This design comes from an exercise in tuning for small area on the open sky130 flow, not from production work.
Function was checked by simulation only, so behaviour that the tests miss may differ from the original.
In every run shown here, the design's own scripts or RTL, not TritonCTS, make the clock network.
The clock input has no modelled driver; a real chip could not lean on it and would need a root buffer or a full tree.
Power and IR drop assume default switching activity.

<file path="design.v">
`timescale 1ns / 1ps
module ds18b20(
  input        CLOCK_50,
  input        Q_KEY ,
  input        ds_in,        
  output       ds_pull_low,  
  output [7:0] SEG7_SEG,
  output [3:0] SEG7_SEL
);
wire clk = CLOCK_50;
wire rst = Q_KEY;
function [10:0] U;
  input integer k;
  integer i;
  reg [10:0] x;
  begin
    x = 11'd0;
    for (i = 0; i < k % 2048; i = i + 1)
      x = {x[9:0], x[10] ^ x[8] ^ (x[9:0] == 10'd0)};
    U = x;
  end
endfunction
reg [10:0] sl;
reg [2:0]  pos;
reg [5:0]  c50;
reg [3:0]  bc;
wire       sl_z   = (sl[9:0] == 10'd0);
wire       step   = sl[10] & sl_z;           
wire [2:0] pos_nx = pos + step;
always @(posedge clk or posedge rst)
  if (rst) begin
    sl  <= U(1023);
    pos <= 3'd0;
    c50 <= 6'd0;
    bc  <= 4'd0;
  end else begin
    sl  <= {sl[9:0], sl[10] ^ sl[8] ^ sl_z};
    pos <= pos_nx;
    c50 <= (c50 == 6'd49) ? 6'd0 : c50 + 1'b1;
    bc  <= (bc == 4'd10) ? 4'd0 : bc + 1'b1;
  end
wire tick = (c50 == 6'd25);
function [9:0] T;
  input integer k;
  integer i;
  reg [9:0] x;
  begin
    x = 10'd0;
    for (i = 0; i < (k + 1023) % 1023; i = i + 1)
      x = {x[8:0], ~(x[9] ^ x[6])};
    T = x;
  end
endfunction
reg        rs, cv;
reg [5:0]  s;
reg [9:0]  c;
reg        pl;             
reg [3:0]  t_lo;           
reg [7:0]  d;              
reg        v;              
wire [31:0] cmd = 32'hBECC44CC;
wire wbit = cmd[s[4:0]];
wire rd   = s[5];
wire wr   = ~rs & ~cv & ~rd;
wire rdsl = ~rs & ~cv & rd;
wire       wrap = (c == T(-1));
wire [9:0] c_nx = {c[8:0], ~(c[9] ^ c[6])};
wire [5:0] s_nx = s + wrap;
always @(posedge clk or posedge rst)
  if (rst) begin
    rs <= 1'b1;
    cv <= 1'b0;
    s  <= 6'd63;
    c  <= T(-1);
    pl <= 1'b0;
  end else if (tick) begin
    s <= s_nx;
    c <= c_nx;
    if (rs) begin
      if (c == T(0))   pl <= 1'b1;
      if (c == T(502)) pl <= 1'b0;
      if ((c == T(605) && ds_in) || c == T(1007)) c <= T(0);
      if (c == T(1007)) rs <= 1'b0;
    end else if (cv) begin
      if ((ds_in && (s[5] | s[4])) || (s[5] && s[1:0] == 2'b11 && c == T(564))) begin
        cv <= 1'b0;
        rs <= 1'b1;
        s  <= 6'd16;
        c  <= T(0);
      end
    end else if (!rd) begin
      if (wbit) begin
        if (c == T(0)) pl <= 1'b1;
        if (c == T(2)) pl <= 1'b0;
      end else begin
        if (c == T(1))  pl <= 1'b1;
        if (c == T(82)) pl <= 1'b0;
      end
      if (c == T(82)) begin
        if (s[3:0] == 4'd15) begin
          c <= T(-2);
          if (s[4]) s <= 6'd47;
          else      cv <= 1'b1;
        end else
          c <= T(-1);
      end
    end else begin
      if (c == T(0)) pl <= 1'b1;
      if (c == T(2)) pl <= 1'b0;
      if (c == T(70)) begin
        if (s[3:0] == 4'd15) begin
          rs <= 1'b1;
          c  <= T(-2);
        end else
          c <= T(-1);
      end
    end
  end
assign ds_pull_low = pl;
wire sample  = tick & rdsl & (c == T(14));
wire written = rdsl & (c == T(15));
wire commit  = written & (bc == 4'd10) & (c50 >= 6'd36);
always @(posedge clk)
  if (sample) v <= ds_in;
integer i;
always @(posedge clk or posedge rst)
  if (rst) begin
    t_lo <= 4'hF;
    d    <= 8'h01;
  end else begin
    for (i = 0; i < 4; i = i + 1)
      if (written && s[3:0] == i) t_lo[i] <= v;
    for (i = 0; i < 8; i = i + 1)
      if (commit && s[3:0] == i + 4) d[i] <= v;
  end
wire [2:0] addr_nx = pos_nx;           
wire [2:0] addr    = pos;              
reg [3:0] sel;
always @(*) begin
  sel = 4'b1111;
  if (!addr_nx[2]) sel[addr_nx[1:0]] = 1'b0;
end
assign SEG7_SEL = sel;
wire [7:0] frac10 = {4'd0, t_lo} * 8'd10;
wire [3:0] frac = frac10[7:4];
function [3:0] a3(input [3:0] x);
  case (x)
    4'd5: a3 = 4'd8; 4'd6: a3 = 4'd9; 4'd7: a3 = 4'd10; 4'd8: a3 = 4'd11; 4'd9: a3 = 4'd12;
    4'd0, 4'd1, 4'd2, 4'd3, 4'd4: a3 = x;
    default: a3 = 4'bxxxx;
  endcase
endfunction
wire [3:0] q1 = a3({1'b0, d[7:5]});
wire [3:0] q2 = a3({q1[2:0], d[4]});
wire [3:0] q3 = a3({q2[2:0], d[3]});
wire [3:0] q4 = a3({q3[2:0], d[2]});
wire [3:0] r1 = a3({1'b0, q1[3], q2[3], q3[3]});
wire [3:0] q5 = a3({q4[2:0], d[1]});
wire [3:0] r2 = a3({r1[2:0], q4[3]});
wire [3:0] ones = {q5[2:0], d[0]};
wire [3:0] tens = {r2[2:0], q5[3]};
wire [3:0] hund = {2'b0, r1[3], r2[3]};
reg [3:0] digit;
always @(*)
  case (addr)
    3'd0: digit = frac;
    3'd1: digit = ones;
    3'd2: digit = tens;
    3'd3: digit = hund;
    default: digit = 4'd0;
  endcase
reg blank;           
always @(posedge clk or posedge rst)
  if (rst) blank <= 1'b1;
  else     blank <= 1'b0;
reg [6:0] seg;
always @(*)
  case (digit)
    4'd0: seg = 7'h40;
    4'd1: seg = 7'h79;
    4'd2: seg = 7'h24;
    4'd3: seg = 7'h30;
    4'd4: seg = 7'h19;
    4'd5: seg = 7'h12;
    4'd6: seg = 7'h02;
    4'd7: seg = 7'h78;
    4'd8: seg = 7'h00;
    4'd9: seg = 7'h10;
    default: seg = 7'bxxxxxxx;
  endcase
assign SEG7_SEG = blank ? 8'hFF : {addr != 3'd1, seg};
endmodule
</file>
<file path="flow/run.sh">
#!/bin/bash
# Layout flow: the standard flow (standard.sh), with these changes:
#  - synthesis: ORFS's synthesis script unchanged except for the ABC
#    technology-mapping step, which uses an area-only script (deepsyn, then
#    area mapping) instead of ORFS's script, whose buffering and up-sizing
#    steps add area. Flip-flop mapping, flattening and renaming are as in
#    synth_recipe.tcl, so the registers are the standard synthesis's.
#    Synthesis runs once per ABC seed in SEEDS (flow/synth.env), in
#    parallel; deepsyn is bounded by steps, not time, so each run is
#    repeatable. The netlist with the least cell area is laid out.
#  - every port gets a sky130_fd_sc_hd__buf_1 buffer (the standard flow uses
#    clkdlybuf4s50_1).
#  - after CTS, post_cts.tcl (if cts.env exists) replaces the clock tree
#    TritonCTS built with a smaller one: MY_CTS_NBUF cells of type MY_CTS_BUF,
#    each driving one balanced cluster of flip-flops, fed by the clock port or
#    by one MY_CTS_ROOT cell (two inverter levels keep the clock's polarity).
#    Every flip-flop's clock passes through the same number and types of cells.
# Each make run's output goes to a log file in this folder; ORFS's own
# per-step logs are kept under orfs*/logs.
set -euo pipefail
W=$(pwd)
FD=$W/flow
SEEDS="0 1 2 3"
if [[ -f $FD/synth.env ]]; then source $FD/synth.env; fi

# synthesis core: ORFS's synth.tcl with the abc call pointed at our script
sed "s#log_cmd abc {\*}\$abc_args#log_cmd abc -script \$::env(MY_ABC_SCRIPT) {*}[lrange \$abc_args 2 end]#" \
  "$FLOW_HOME/scripts/synth.tcl" > $W/my_synth_core.tcl
grep -q "MY_ABC_SCRIPT" $W/my_synth_core.tcl

# The standard flow's synthesis script, sourcing the modified core
sed "s#source \$::env(SCRIPTS_DIR)/synth.tcl#source $W/my_synth_core.tcl#" \
  $W/synth_recipe.tcl > $W/my_synth.tcl
grep -q "my_synth_core.tcl" $W/my_synth.tcl

# The standard flow, with the synthesis script swapped
sed "s#SYNTH_SCRIPT=[^ ]*synth_recipe.tcl#SYNTH_SCRIPT=$W/my_synth.tcl#" standard.sh > $W/my_standard.sh
grep -q "my_synth.tcl" $W/my_standard.sh
grep -q "WORK_HOME=$W/orfs " $W/my_standard.sh

# synthesis trials
for i in $SEEDS; do
  printf 'strash\n&get -n\n&deepsyn -I 1 -J 300 -S %d\n&put\ndch\namap\n' $i > $W/abc_s$i.script
  sed "s#WORK_HOME=$W/orfs #WORK_HOME=$W/orfs_s$i #" $W/my_standard.sh > $W/my_standard_s$i.sh
  MY_ABC_SCRIPT=$W/abc_s$i.script bash $W/my_standard_s$i.sh synth > $W/synth_s$i.log 2>&1 &
done
wait
best=-1; best_area=1e30
for i in $SEEDS; do
  a=$(grep -h "Chip area for module" $W/orfs_s$i/reports/*/ds18b20/base/synth_stat.txt | head -1 | awk '{print $NF}')
  echo "seed $i: synthesis cell area $a" | tee -a $W/synth_trials.log
  if [[ -n "$a" ]] && awk -v a="$a" -v b="$best_area" 'BEGIN {exit !(a < b)}'; then best=$i; best_area=$a; fi
done
echo "using seed $best ($best_area)" | tee -a $W/synth_trials.log
[[ $best -ge 0 ]]
mv $W/orfs_s$best $W/orfs

EXTRA=()
if [[ -f $FD/cts.env ]]; then
  MY_CTS_ROOT=
  source $FD/cts.env
  export MY_CTS_NBUF MY_CTS_BUF MY_CTS_ROOT
  EXTRA+=("POST_CTS_TCL=$FD/post_cts.tcl")
fi
MY_ABC_SCRIPT=$W/abc_s$best.script bash $W/my_standard.sh finish \
  BUFFER_PORTS_ARGS="-buffer_cell sky130_fd_sc_hd__buf_1" "${EXTRA[@]}" > $W/flow_make.log 2>&1
</file>
<file path="flow/cts.env">
MY_CTS_NBUF=4
MY_CTS_BUF=sky130_fd_sc_hd__clkbuf_8
</file>
<file path="flow/post_cts.tcl">
# POST_CTS hook: replace the clock tree TritonCTS built with a smaller tree:
# NBUF cells of type MY_CTS_BUF, each placed at the centre of a balanced
# cluster of flip-flops and driving that cluster's clock pins, fed by the clock
# port directly or through one MY_CTS_ROOT cell. Every flip-flop's clock passes
# through the same number and types of cells.
set nbuf  $::env(MY_CTS_NBUF)
set bufm  $::env(MY_CTS_BUF)
set db    [ord::get_db]
set block [ord::get_db_block]
set master [$db findMaster $bufm]
set root  [$block findNet CLOCK_50]

# clock sinks (flip-flop CLK pins) on the nets TritonCTS made, and the cells it added
set sinks {}
set old_insts {}
set old_nets {}
foreach net [$block getNets] {
  set name [$net getName]
  if {![string match "clknet_*" $name]} { continue }
  lappend old_nets $net
  foreach it [$net getITerms] {
    set inst [$it getInst]
    set mname [[$inst getMaster] getName]
    if {[string match "*clkbuf*" $mname] || [string match "clkload*" [$inst getName]] || [string match "clkbuf_*" [$inst getName]]} {
      if {[lsearch -exact $old_insts $inst] < 0} { lappend old_insts $inst }
    } else {
      lappend sinks $it
    }
  }
}
foreach it [$root getITerms] {
  set inst [$it getInst]
  if {[lsearch -exact $old_insts $inst] < 0} { lappend sinks $it }
}
puts "post_cts: [llength $sinks] clock sinks, removing [llength $old_insts] cells and [llength $old_nets] nets"
foreach it $sinks { $it disconnect }
foreach inst $old_insts {
  foreach it [$inst getITerms] { if {[$it getNet] ne "NULL"} { $it disconnect } }
  odb::dbInst_destroy $inst
}
foreach net $old_nets { odb::dbNet_destroy $net }

# k-means on the sink locations
set pts {}
foreach it $sinks {
  set bb [[$it getInst] getBBox]
  lappend pts [list [expr {([$bb xMin] + [$bb xMax]) / 2.0}] [expr {([$bb yMin] + [$bb yMax]) / 2.0}]]
}
set n [llength $pts]
set cap [expr {($n + $nbuf - 1) / $nbuf}]
set sorted [lsort -real -index 0 $pts]
set cent {}
for {set k 0} {$k < $nbuf} {incr k} {
  lappend cent [lindex $sorted [expr {int(($k + 0.5) * $n / $nbuf)}]]
}
# balanced k-means: each cluster takes at most cap sinks, nearest pairs first
for {set iter 0} {$iter < 30} {incr iter} {
  set pairs {}
  set i 0
  foreach p $pts {
    for {set k 0} {$k < $nbuf} {incr k} {
      set c [lindex $cent $k]
      lappend pairs [list [expr {abs([lindex $p 0] - [lindex $c 0]) + abs([lindex $p 1] - [lindex $c 1])}] $i $k]
    }
    incr i
  }
  set assign [lrepeat $n -1]
  set fill [lrepeat $nbuf 0]
  foreach pr [lsort -real -index 0 $pairs] {
    lassign $pr dd i k
    if {[lindex $assign $i] >= 0 || [lindex $fill $k] >= $cap} { continue }
    lset assign $i $k
    lset fill $k [expr {[lindex $fill $k] + 1}]
  }
  set newc {}
  for {set k 0} {$k < $nbuf} {incr k} {
    set sx 0; set sy 0; set m 0
    foreach p $pts a $assign { if {$a == $k} { set sx [expr {$sx + [lindex $p 0]}]; set sy [expr {$sy + [lindex $p 1]}]; incr m } }
    if {$m > 0} { lappend newc [list [expr {$sx / $m}] [expr {$sy / $m}]] } else { lappend newc [lindex $cent $k] }
  }
  set cent $newc
}

# optional root cell (an inverter, with inverting leaves, keeps the polarity)
set leaf_in $root
if {[info exists ::env(MY_CTS_ROOT)] && $::env(MY_CTS_ROOT) ne ""} {
  set rinst [odb::dbInst_create $block [$db findMaster $::env(MY_CTS_ROOT)] "clkroot_my"]
  set leaf_in [odb::dbNet_create $block "clknet_my_root"]
  $leaf_in setSigType CLOCK
  foreach it [$rinst getITerms] {
    set mt [[$it getMTerm] getName]
    if {$mt eq "A"} { $it connect $root }
    if {$mt eq "X" || $mt eq "Y"} { $it connect $leaf_in }
  }
  set sx 0; set sy 0
  foreach c $cent { set sx [expr {$sx + [lindex $c 0]}]; set sy [expr {$sy + [lindex $c 1]}] }
  $rinst setLocation [expr {int($sx / $nbuf)}] [expr {int($sy / $nbuf)}]
  $rinst setPlacementStatus PLACED
  puts "post_cts: root $::env(MY_CTS_ROOT)"
}
for {set k 0} {$k < $nbuf} {incr k} {
  set inst [odb::dbInst_create $block $master "clkbuf_my_$k"]
  set net  [odb::dbNet_create $block "clknet_my_$k"]
  $net setSigType CLOCK
  foreach it [$inst getITerms] {
    set mt [[$it getMTerm] getName]
    if {$mt eq "A"} { $it connect $leaf_in }
    if {$mt eq "X" || $mt eq "Y"} { $it connect $net }
  }
  set c [lindex $cent $k]
  $inst setLocation [expr {int([lindex $c 0])}] [expr {int([lindex $c 1])}]
  $inst setPlacementStatus PLACED
  set m 0
  foreach it $sinks a $assign { if {$a == $k} { $it connect $net; incr m } }
  puts "post_cts: clkbuf_my_$k ($bufm) drives $m sinks"
}
detailed_placement
check_placement -verbose
estimate_parasitics -placement
report_clock_skew
</file>
<file path="flow/synth.env">
SEEDS="0"
</file>
<file path="standard.sh">
#!/bin/bash
# synth_recipe.tcl (not shown) runs the flow's synth.tcl, then flattens the netlist and writes it again
# the make line also repeats each setting of config.mk as NAME=value (left out here)
make -C /OpenROAD-flow-scripts/flow DESIGN_CONFIG=/design/flow/config.mk WORK_HOME=/design/flow/orfs CLKGATE_MAP_FILE= SYNTH_SCRIPT=/design/flow/synth_recipe.tcl "${@:-finish}"
</file>
<file path="config.mk">
export PLATFORM = sky130hd
export DESIGN_NAME = ds18b20
export DESIGN_NICKNAME = ds18b20
export VERILOG_FILES = /design/flow/design.v
export SDC_FILE = /design/flow/constraint.sdc
export NUM_CORES = 4
export LEC_CHECK = 0
export ABC_AREA = 1
export CAP_MARGIN = 20
export CORE_MARGIN = 2
export CORE_UTILIZATION = 40
export GPL_TIMING_DRIVEN = 0
export SLEW_MARGIN = 20
</file>
<file path="constraint.sdc">
create_clock -name core_clock -period 10.0 [get_ports {CLOCK_50}]
set_input_delay 2.0000 -clock core_clock [delete_from_list [all_inputs] [get_ports {CLOCK_50}]]
set_output_delay 2.0000 -clock core_clock [all_outputs]
set_load 0.01 [all_outputs]
</file>
==> results of run 1 <==
==> how the worst max path moves through the flow <==
stage | from | to | depth (start not counted)
5_1_grt | d[7]$_DFFE_PP0P_ | SEG7_SEG[6] | 19
6_report | d[7]$_DFFE_PP0P_ | SEG7_SEG[5] | 18
2_1_floorplan | d[7]$_DFFE_PP0P_ | SEG7_SEG[5] | 17
3_3_place_gp | d[7]$_DFFE_PP0P_ | SEG7_SEG[5] | 18
3_5_place_dp | d[7]$_DFFE_PP0P_ | SEG7_SEG[5] | 18
==> flip-flops by register name, summed over array words and instances, names as in the netlist <==
register  flops
v             1
c50           6
t_lo          4
pos           3
sl           11
s             6
d             8
rs            1
pl            1
bc            4
blank         1
c            10
cv            1
==> cell families (layout without fill, tap and decap cells) <==
group / count (synthesis) / after routing
buf+inv: 56 / 76
compound gates: 105 / 105
fa+ha+maj: 16 / 16
other cells: 1 / 1
flops: 57 / 57
simple gates: 131 / 131
==> worst register-to-register path: cells and delay by family (launching register included) <==
| kind | cells | cell delay [ns] |
|---|---|---|
| simple gates | 3 | 0.68 |
| fa+ha+maj | 1 | 0.19 |
| compound gates | 3 | 0.58 |
| flops | 1 | 0.36 |
| buf+inv | 5 | 0.95 |
==> final cells by class <==
class	count	area share (%)
multi-input cells	253	43.5
flip-flops and latches	57	42.7
inverters	56	6.20
well taps	102	3.74
repair buffers	16	2.24
plain buffers	4	1.61
==> layer usage <==
| metal | vias to the layer above | GRT usage (%) | share of wire, % |
|---|---|---|---|
| li1 | 1368 | - | - |
| met3 | 7 | 3.25 | 3.3 |
| met4 | 0 | 3.55 | 1.0 |
| met5 | - | 0 | 0 |
| met1 | 1270 | 22.2 | 49 |
| met2 | 44 | 28.0 | 47 |
==> synth_stat cells, drive strengths merged <==
cell	number
clkinv	56
o21ai	44
nor2	42
dfrtp	35
nand2	26
dfstp	21
ha	15
o22ai	15
a21oi	12
nand3	12
nor3	12
nor4	8
or3	8
or2	6
o211ai	5
a211oi	4
a31oi	4
nand4	4
or4	4
a22oi	3
and3	3
nor2b	3
o221ai	3
o32ai	3
o22a	2
a2111oi	1
a21boi	1
a221o	1
a221oi	1
a311oi	1
a32oi	1
and2	1
conb	1
edfxtp	1
fa	1
nand2b	1
nor3b	1
o21a	1
o311ai	1
o32a	1
o41ai	1
==> power groups by stage <==
| stage | logic, mW | registers (mW) | clock network, mW |
|---|---|---|---|
| 3_3_place_gp | 0.00774 | 0.236 | 0 |
| 5_1_grt | 0.0101 | 0.232 | 0.109 |
| 6_report | 0.00849 | 0.232 | 0.0970 |
| 2_1_floorplan | 0.00514 | 0.236 | 0 |
| 3_5_place_dp | 0.00896 | 0.236 | 0 |
==> run_results.csv, run 1 <==
group,metric,value,unit
synth,yosys.area_share.simple,19.8,%
setup_path,critPathSlowestCell,"a21boi_0",
global_routing,grt_max_degree,38,
place,finalWeightedCongestion,0.875,
synth,ys_seq_elements,57,
setup_path,reg2reg_to,"c[2]$_DFFE_PP0P_",
route,drc,0,
power_and_ir_drop,power_density,98.9,nW/µm²
synth,synth_compound_gate_area_share,20.5,%
route,first_pass_iters,4,
power_and_ir_drop,swShare,19.8,%
cells_and_area,final_common_cell,"clkinv_1",
clock_network,clkSinkCount,57,
setup_path,worst_setup_path_end_kind,"primary output",
setup_path,arrival,4.07,ns
power_and_ir_drop,seqPwrFrac,68.7,%
outcome,outcome,"finished clean",
route,viasPerCell,5.51,
setup_path,critPathBufInv,3,
synth,synth_top_family_by_area,"compound AO/OA/AOI/OAI gates",
place,hpwl,4.99,mm
synth,ys_seq_area_share,46.2,%
timing,finalSetupViolations,0,
cells_and_area,final_cell_mix,"55 x clkinv_1, 44 x o21ai_0, 42 x nor2_1",
cells_and_area,n_antenna_cell,0,
route,routed_wl,6.59,mm
global_routing,grt_pass1_vias,2593,
worst_hold_path,worstHoldStart,"sl[6]$_DFF_PP1_",
floorplanning,fp.dieArea,8610,µm²
setup_path,r2r.worst_path.cells,12,
power_and_ir_drop,internal_power,271,µW
synth,syn_nets,385,
place,dp_cells,484,
timing,rsz0062_at_grt,"no",
worst_hold_path,min_to,"sl[7]$_DFF_PP1_",
synth,synthMuxAreaShare,0,%
floorplanning,die_w,92.8,µm
power_and_ir_drop,power.switching,66.7,µW
place,port_buffers,15,
clock_network,clk_pin_slew,0.10,ns
synth,postSynthCellCount,366,
synth,yosys_warnings,1,
setup_path,start_kind,"register",
power_and_ir_drop,totalPowerFinal,337,µW
timing,finClkSkew,0.0102,ns
timing,slew_headroom,41.6,%
synth,synth_adder_area_share,6.59,%
floorplanning,ios,16,
cells_and_area,nNetsFinal,407,
cells_and_area,stdcell_count,488,
worst_hold_path,hold_class,"register to register",
cells_and_area,multi_input_area,1480,µm²
power_and_ir_drop,leakage,1.25,nW
timing,tightest_slew,0.865,ns
place,postPlaceCellArea,3360,µm²
cells_and_area,fin_util,44.4,%
cells_and_area,seq_area,1460,µm²
setup_path,slowest_delay,0.46,ns
synth,yosys.cell_types.count,41,
setup_path,cp_max_fo,5,
cells_and_area,fill_cells,776,
power_and_ir_drop,combPwrFrac,2.5,%
timing,tns,0,ns
clock_network,clkLatencyLatePin,0.15,ns
floorplanning,start_util,41.0,%
flow_run,max_cap_violations,0,
floorplanning,die_h,92.8,µm
floorplanning,std_cell_rows,32,
synth,syn-cell-area,3150,µm²
cells_and_area,area_delta_synth_final,8.26,%
timing,hold_ws,0.367,ns
synth,synth_area_leaders,"dfrtp_1 28%, dfstp_2 18%, o21ai_0 7.0%",
timing,min_period,6.07,ns
route,drt_iter0_markers,191,
global_routing,grt_pass1_wl,11.8,mm
route,wl_per_cell,13.5,µm
global_routing,antenna_found_initial,0,
cells_and_area,postLayoutCellArea,3410,µm²
power_and_ir_drop,vdd_drop_max,0.0642,mV
timing,maxSlewViolCount,0,
route,vias,2689,
synth,synth_top_area_share,27.8,%
setup_path,cp_top_family,"compound AO/OA/AOI/OAI gates",
timing,fmax,165,MHz
setup_path,crit_required,8.00,ns
place,pre_cts_ws,4.17,ns
route,postRouteAntennaNets,0,
power_and_ir_drop,p_clk_share,28.8,%
global_routing,grt_usage,16.6,%
synth,yosys.area.top_type,"dfrtp_1",
setup_path,path_cells,"clkinv_1 > nor2_1 > o21ai_0 > o21ai_0 > nand2_1 > a32oi_1 > a21boi_0 > nand2_1 > a21oi_1 > a221o_1 > nor3_1 > a311oi_1 > a21oi_1 > o311ai_0 > clkinv_1 > a21oi_1 > o21ai_0 > buf_1",
setup_path,rrSetupSlack,7.11,ns
timing,hold_viol,0,
global_routing,grt_overflow_total,0,
floorplanning,core_area,7690,µm²
worst_hold_path,holdPathStages,0,
synth,syn_avg_cell_area,8.61,µm²
timing,setup_ws,3.93,ns
timing,finalCritPeriodShare,60.7,%
cells_and_area,drive_gt1_share,6.99,%
setup_path,r2r_start,"c50[1]$_DFF_PP0_",
setup_path,path_class,"register to primary output",
synth,synthXorXnorAreaFrac,0,%
==> run 2, diff against run 1 <==
==> flow/synth.env (replaced) <==
SEEDS="0 3 4 1"
--- a/config.mk
+++ b/config.mk
@@ -10,4 +10,3 @@
 export CORE_MARGIN = 2
 export CORE_UTILIZATION = 40
-export GPL_TIMING_DRIVEN = 0
 export SLEW_MARGIN = 20
==> run_results.csv, run 2 <==
group,metric,value,unit
outcome,outcome,"finished clean",
power_and_ir_drop,seqPwrFrac,69.7,%
setup_path,cp_max_fo,5,
route,vias,2684,
timing,rsz0062_at_grt,"no",
synth,syn_avg_cell_area,8.61,µm²
synth,synth_compound_gate_area_share,20.5,%
synth,ys_seq_area_share,46.2,%
cells_and_area,drive_gt1_share,6.99,%
cells_and_area,largest-register,"sl",
power_and_ir_drop,power_density,97.8,nW/µm²
timing,maxSlewViolCount,0,
cells_and_area,multi_input_area,1480,µm²
place,finalWeightedCongestion,0.895,
power_and_ir_drop,power.switching,62.5,µW
timing,setup_ws,4.01,ns
global_routing,grt_pass1_vias,2576,
place,hpwl,4.97,mm
global_routing,met2_usage,27.5,%
cells_and_area,final_common_cell,"clkinv_1",
floorplanning,start_util,41.0,%
clock_network,clk_pin_slew,0.09,ns
cells_and_area,postLayoutCellArea,3400,µm²
power_and_ir_drop,leakage,1.25,nW
cells_and_area,area_delta_synth_final,7.82,%
synth,synthXorXnorAreaFrac,0,%
power_and_ir_drop,swShare,18.8,%
route,drc,0,
setup_path,arrival,3.99,ns
timing,slew_headroom,41.7,%
floorplanning,std_cell_rows,32,
clock_network,clkLatencyLatePin,0.15,ns
power_and_ir_drop,p_clk_share,27.9,%
timing,min_period,5.99,ns
route,wl_per_cell,13.6,µm
cells_and_area,n_antenna_cell,0,
synth,yosysMostFrequentCell,"clkinv_1",
setup_path,cp_top_family,"compound AO/OA/AOI/OAI gates",
global_routing,grt_usage,16.6,%
global_routing,busiest_layer,"met2",
global_routing,grt_pass1_wl,11.7,mm
place,pre_cts_ws,4.30,ns
timing,finalSetupViolations,0,
cells_and_area,final_cell_mix,"55 x clkinv_1, 44 x o21ai_0, 42 x nor2_1",
synth,synth_top_area_share,27.8,%
cells_and_area,stdcell_count,488,
timing,hold_viol,0,
power_and_ir_drop,combPwrFrac,2.3,%
route,viasPerCell,5.50,
global_routing,grt_max_degree,57,
cells_and_area,fill_cells,779,
floorplanning,die_h,92.8,µm
timing,fmax,167,MHz
floorplanning,core_area,7690,µm²
synth,yosys.cell_types.count,41,
synth,postSynthCellCount,366,
synth,synth_adder_area_share,6.59,%
cells_and_area,reg_top3,"sl (11), c (10), d (8)",
synth,syn_nets,385,
synth,yosys.area.top_type,"dfrtp_1",
timing,tightest_slew,0.863,ns
synth,synth_area_leaders,"dfrtp_1 28%, dfstp_2 18%, o21ai_0 7.0%",
cells_and_area,seq_area,1460,µm²
timing,tns,0,ns
worst_hold_path,hold_class,"register to register",
cells_and_area,fin_util,44.2,%
setup_path,critPathBufInv,3,
setup_path,path_cells,"clkinv_1 > nor2_1 > o21ai_0 > o21ai_0 > nand2_1 > a32oi_1 > a21boi_0 > nand2_1 > a21oi_1 > a221o_1 > nor3_1 > a311oi_1 > a21oi_1 > o311ai_0 > clkinv_1 > a21oi_1 > o21ai_0 > buf_1",
timing,finalCritPeriodShare,59.9,%
place,postPlaceCellArea,3340,µm²
setup_path,path_class,"register to primary output",
route,postRouteAntennaNets,0,
setup_path,critPathSlowestCell,"a21boi_0",
route,routed_wl,6.64,mm
clock_network,clkSinkCount,57,
synth,syn-cell-area,3150,µm²
setup_path,crit_required,8.00,ns
global_routing,met1_usage,21.7,%
power_and_ir_drop,vdd_drop_max,0.0535,mV
synth,yosys.area_share.simple,19.8,%
global_routing,grt_overflow_total,0,
setup_path,start_kind,"register",
synth,synthFlopType,"dfrtp_1",
synth,ys_seq_elements,57,
synth,yosys_warnings,1,
route,first_pass_iters,4,
power_and_ir_drop,internal_power,270,µW
synth,synthMuxAreaShare,0,%
global_routing,antenna_found_initial,0,
place,port_buffers,15,
floorplanning,fp.dieArea,8610,µm²
place,dp_cells,484,
floorplanning,ios,16,
cells_and_area,largest_reg_flops,11,
synth,yosys-top-cells-count,"56 x clkinv_1, 44 x o21ai_0, 42 x nor2_1, 35 x dfrtp_1, 26 x nand2_1",
synth,synth_top_family_by_area,"compound AO/OA/AOI/OAI gates",
flow_run,max_cap_violations,0,
synth,synth-edff-count,1,
setup_path,slowest_delay,0.46,ns
global_routing,gr-usage-met3,3.25,%
cells_and_area,nNetsFinal,407,
synth,synth-async-reset-ratio,98.2,%
timing,finClkSkew,0.00685,ns
floorplanning,die_w,92.8,µm
setup_path,worst_setup_path_end_kind,"primary output",
route,drt_iter0_markers,126,
## run 2: cell count changes in the layout (fill, tap and decap cells not counted)
cell,delta
buf_12,-1
buf_4,+1
clkinv_2,-1
inv_2,+1
## run 2: worst register-to-register path: cells and delay by family (launching register included)
kind | cells | cell delay, ns
buffers and inverters | 5 | 0.95
and+or+nand+nor | 3 | 0.64
AOI/OAI and AO/OA | 3 | 0.61
DFF | 1 | 0.36
adders and majority gates | 1 | 0.19
## run 2: cells by family after synthesis
| kind of cell | after synthesis |
|---|---|
| fa+ha+maj | 16 |
| buf+inv | 56 |
| flops | 57 |
| simple gates | 131 |
| compound gates | 105 |
| other cells | 1 |
## run 2: through the flow
| stage | total power [mW] | hold slack [ns] |
|---|---|---|
| 5_1_grt | 0.348 | 0.374 |
| 3_3_place_gp | 0.244 | 0.354 |
| 2_1_floorplan | 0.241 | 0.346 |
| 3_5_place_dp | 0.244 | 0.355 |
| 6_report | 0.332 | 0.368 |
## run 2: power groups by stage
stage	sequential [mW]	combinational [mW]	clock (mW)
floorplan	0.236	0.00514	0
detailed placement	0.236	0.00819	0
global route	0.232	0.00932	0.107
finish	0.232	0.00774	0.0929
global placement	0.236	0.00802	0
## run 2: routing by layer
metal / up-vias / part of all wire (%)
met3: 14 / 3.6
met1: 1245 / 48
li1: 1361 / -
met2: 64 / 47
met5: - / 0
met4: 0 / 1.9
## run 2: path summary, 6_finish.rpt
path                                        from               end  slack (ns)  depth (start not counted)
worst max register to register  c50[1]$_DFF_PP0_  c[0]$_DFFE_PP0P_        7.11                         12
worst max-delay path            d[7]$_DFFE_PP0P_       SEG7_SEG[6]        4.01                         18
max in group asynchronous                  Q_KEY  d[7]$_DFFE_PP0P_        7.55                          3
worst min register to register   sl[7]$_DFF_PP1_   sl[8]$_DFF_PP1_        0.37                          0
min in group asynchronous                  Q_KEY   sl[0]$_DFF_PP0_        2.00                          3
worst min-delay path             sl[7]$_DFF_PP1_   sl[8]$_DFF_PP1_        0.37                          0
## run 2: layout make-up
class / count / area share, %
multi-input combinational: 253 / 43.7
inverter: 56 / 6.19
tap: 102 / 3.76
sequential: 57 / 42.9
buffer: 4 / 1.62
timing repair buffer: 16 / 1.88

[what the ideal ports hide]
In the flow no input, the clock included, has a driving cell. The finished layouts below were timed again as built, in two steps.
Step 1, drivers: a clkbuf_16 drives CLOCK_50 and a buf_2 each remaining input, both assumed.
Step 2 times the ports against the registers' clock, not the clock port: input delays grow and output delays shrink by t, the midpoint of the rising clock arrivals with the driver on.
Three values: no drivers, after step 1, after step 2; two values: the first two.
run	t, ns	slack for setup (ns)	slew at the worst register clock pin (ns)	worst data-port slew with drivers (ns)
run 1	0.207	3.925 / 3.866 / 4.073	0.10 / 0.10	0.03
run 2	0.205	4.013 / 3.956 / 4.160	0.09 / 0.09	0.03
After both steps setup and hold are still met in every run listed.
